From an optimization exercise on the open Yosys and OpenROAD flow, aimed at small area; shortcuts taken in it are not production practice.
Function was checked by simulation only, so behaviour that the tests miss may differ from the original.

// fpgarx
module fpgarx
  (
   input             clk,
   input             rst,
   input             cmd_valid,
   input      [7:0]  cmd_byte,
   input      [9:0]  RFIn,
   output     [19:0] i_out,
   output     [19:0] q_out,
   output            out_clk,
   output            sinGen
   );
For scale: ~5200 cells after synthesis, about 63 I/O pins, roughly 0.066 mm² of cells after synthesis.
clock: 10.0 ns
lec_check: 0
cap_margin: 20
core_margin: 2
core_utilization: 80
cts_buf_list: sky130_fd_sc_hd__clkbuf_16
cts_cluster_diameter: 80
cts_cluster_size: 25
slew_margin: 20
synth_memory_max_bits: 32768
run.sh (not shown) runs the stock make flow with config.mk's settings and CLKGATE_MAP_FILE= SYNTH_SCRIPT=/design/flow/synth_recipe.tcl, a recipe that flattens the netlist after the stock synthesis.
Next try:
--- a/flow/design.v
+++ b/flow/design.v
@@ -309,36 +309,37 @@
   wire [12:0] i0s;  wire [18:0] i1s;  wire [17:0] i2s;  wire [13:0] i3s;
   wire i0c, i1c, i2c, i3c;
   rca #(13) ai0 (.a(I0), .b(yP[12:0]),  .ci(1'b0), .s(i0s), .co(i0c));
   rca #(19) ai1 (.a(I1), .b(yA[31:13]), .ci(ic0),  .s(i1s), .co(i1c));
   rca #(18) ai2 (.a(I2), .b(yB[49:32]), .ci(ic1),  .s(i2s), .co(i2c));
   rca #(14) ai3 (.a(I3), .b(yC[63:50]), .ci(ic2),  .s(i3s), .co(i3c));
-  wire [12:0] i0n = lP ? rP[12:0]  : i0s;
-  wire [18:0] i1n = lA ? rA[31:13] : i1s;
-  wire [17:0] i2n = lB ? rB[49:32] : i2s;
-  wire [13:0] i3n = lC ? rC[63:50] : i3s;
+  wire [63:0] rz = {64{~rst}};
+  wire [12:0] i0n = (lP | rst) ? rP[12:0]  & rz[12:0]  : i0s;
+  wire [18:0] i1n = (lA | rst) ? rA[31:13] & rz[31:13] : i1s;
+  wire [17:0] i2n = (lB | rst) ? rB[49:32] & rz[49:32] : i2s;
+  wire [13:0] i3n = (lC | rst) ? rC[63:50] & rz[63:50] : i3s;
   wire [12:0] p0n;  wire [18:0] p1n;  wire [17:0] p2n;  wire [13:0] p3n;
   wire p0c, p1c, p2c, p3c;
   rca #(13) ap0 (.a(P0), .b(I0), .ci(1'b0), .s(p0n), .co(p0c));
   rca #(19) ap1 (.a(P1), .b(I1), .ci(pc0),  .s(p1n), .co(p1c));
   rca #(18) ap2 (.a(P2), .b(I2), .ci(pc1),  .s(p2n), .co(p2c));
   rca #(14) ap3 (.a(P3), .b(I3), .ci(pc2),  .s(p3n), .co(p3c));
-  always @(posedge clk)
+  always @(posedge clk) begin
+    I0 <= i0n; I1 <= i1n; I2 <= i2n; I3 <= i3n;
     if (rst) begin
       opB <= 4'd0; opC <= 4'd0;
-      I0 <= 13'd0; I1 <= 19'd0; I2 <= 18'd0; I3 <= 14'd0;
       P0 <= 13'd0; P1 <= 19'd0; P2 <= 18'd0; P3 <= 14'd0;
       ic0 <= 1'b0; ic1 <= 1'b0; ic2 <= 1'b0;
       pc0 <= 1'b0; pc1 <= 1'b0; pc2 <= 1'b0;
     end else begin
       opB <= opA; opC <= opB;
-      I0 <= i0n; I1 <= i1n; I2 <= i2n; I3 <= i3n;
       ic0 <= i0c & ~lP; ic1 <= i1c & ~lA; ic2 <= i2c & ~lB;
       P0 <= p0n; P1 <= p1n; P2 <= p2n; P3 <= p3n;
       pc0 <= p0c; pc1 <= p1c; pc2 <= p2c;
     end
+  end
   assign addr    = P3[13:4];
   assign sin_out = ~p3n[13];
 endmodule
 module nco_cmd (input wire [3:0] op, output wire [63:0] y, output wire [63:0] pr, output wire ld);
   localparam [63:0] PA = 64'h02c6a19e88f1cfe2;    
   localparam [63:0] PB = 64'h01aa60f8b8911654;    
@@ -422,23 +423,17 @@
       I2[58:40] <= 19'd0; I3[58:40] <= 19'd0; I4[58:40] <= 19'd0;
     end else begin
       I2[58:40] <= n2[58:40]; I3[58:40] <= n3[58:40]; I4[58:40] <= n4[58:40];
     end
   end
   reg [56:0] C;
-  integer p;
+  wire [56:0] cl = {{19{ld2}} & I5[58:40], 38'd0} |
+                   {18'd0, {20{ld1}} & I5[39:20], 19'd0} |
+                   {37'd0, {20{ld0}} & I5[19:0]};
   always @(posedge clk)
-    for (p = 0; p < 57; p = p + 1)
-      if (ld0 && p < 20)
-        C[p] <= I5[p];
-      else if (ld1 && p >= 19 && p < 39)
-        C[p] <= I5[p + 1];
-      else if (ld2 && p >= 38)
-        C[p] <= I5[p + 2];
-      else
-        C[p] <= (p == 56) ? 1'b0 : C[p + 1];
+    C <= {1'b0, C[56:1]} | cl;
   reg [63:0] R1, R2, R3, R4;
   reg        b1, b2, b3, b4;       
   wire d1 = C[0];
   wire z1 = R1[0] & zval, z2 = R2[0] & zval, z3 = R3[0] & zval, z4 = R4[0] & zval;
   wire k1 = pfirst | b1, k2 = pfirst | b2, k3 = pfirst | b3, k4 = pfirst | b4;
   wire d2 = d1 ^ ~z1 ^ k1;
@@ -470,16 +465,16 @@
   reg [13:0] O;
   wire [15:0] Fx = {S[13], S[13], S[13:0]};    
   wire [12:0] sel = (gain == 2'd0) ? Fx[15:3] :
                     (gain == 2'd1) ? Fx[14:2] :
                     (gain == 2'd2) ? Fx[13:1] : Fx[12:0];
   always @(posedge clk)
-    if (rst)
+    if (rst | (vcomb & ~oval))
       O <= 14'd0;
     else if (vcomb)
-      O <= oval ? {S[13], sel} : 14'd0;
+      O <= {S[13], sel};
   assign d_out = {{6{O[13]}}, O};
 endmodule
 module fpgarx
   (
    input             clk,
    input             rst,
@@ -533,15 +528,18 @@
 Multiplier MixerQ (.clk(clk), .rst(rst), .clr(rst1), .s_in(cosS), .m_in(cosM), .b(regb), .qx(qxQ), .sg(sgQ));
 reg [7:0] count;
 reg       run;           
 reg [4:0] val;           
 reg       d_clk_tmp, d_clk;
 reg [1:0] slot;          
-wire ld0    = (count == 8'd255);
-wire ld1    = (count == 8'd0);
-wire ld2    = (count == 8'd1);
+reg  ld0, ld1, ld2;      
+always @(posedge clk) begin
+  ld0 <= ~rst & (count == 8'd254);
+  ld1 <= ~rst & ld0;
+  ld2 <= ~rst & ld1;
+end
 wire pass   = run & (count <= 8'd58);
 wire fsh    = run & (count >= 8'd45) & (count <= 8'd58);
 wire pend   = run & (count == 8'd58);
 wire vcomb  = run & ld1;
 always @(posedge clk)
   if (rst) begin
Synthesized area decreases by 0.68%.
Core utilization falls by 0.54 points.
Sequential share of layout area went up by 0.55 points.
Clock-buffer cell count is higher by 1.
Global-route usage stays flat.
Cell area goes down by 0.95%.
Synthesized cell count went down by 1.5%.
Flip-flop and latch count rises by 3.
Worst hold slack gets better by 0.0088 ns.

separate check: timing with driven ports:
Ports are ideal in the flow. The routed layouts listed here were re-timed in OpenROAD. Step 1 sets driving cells, clkbuf_16 on the clock port and buf_2 on the other inputs (assumed; they add their load-dependent delay and slew). Step 2, shift: input delay + t, output delay - t, t = (earliest + latest rising clock arrival at the registers) / 2. This alone moves slack from input paths to output paths. a / b / c = ideal / step 1 / step 2; a / b = the first two.
| run | t, ns | setup slack, ns | worst setup path at the end | cell pins on the clock port's net |
|---|---|---|---|---|
| the first run | 0.750 | 0.299 / 0.299 / 0.222 | input to register | 1 |
| the second run | 0.739 | 0.361 / 0.361 / 0.036 | input to register | 1 |
After both steps setup and hold are still met in every run listed. For the second run, which loses most, drivers alone change the setup slack by 0.000 ns; drivers and shift together by -0.325 ns.
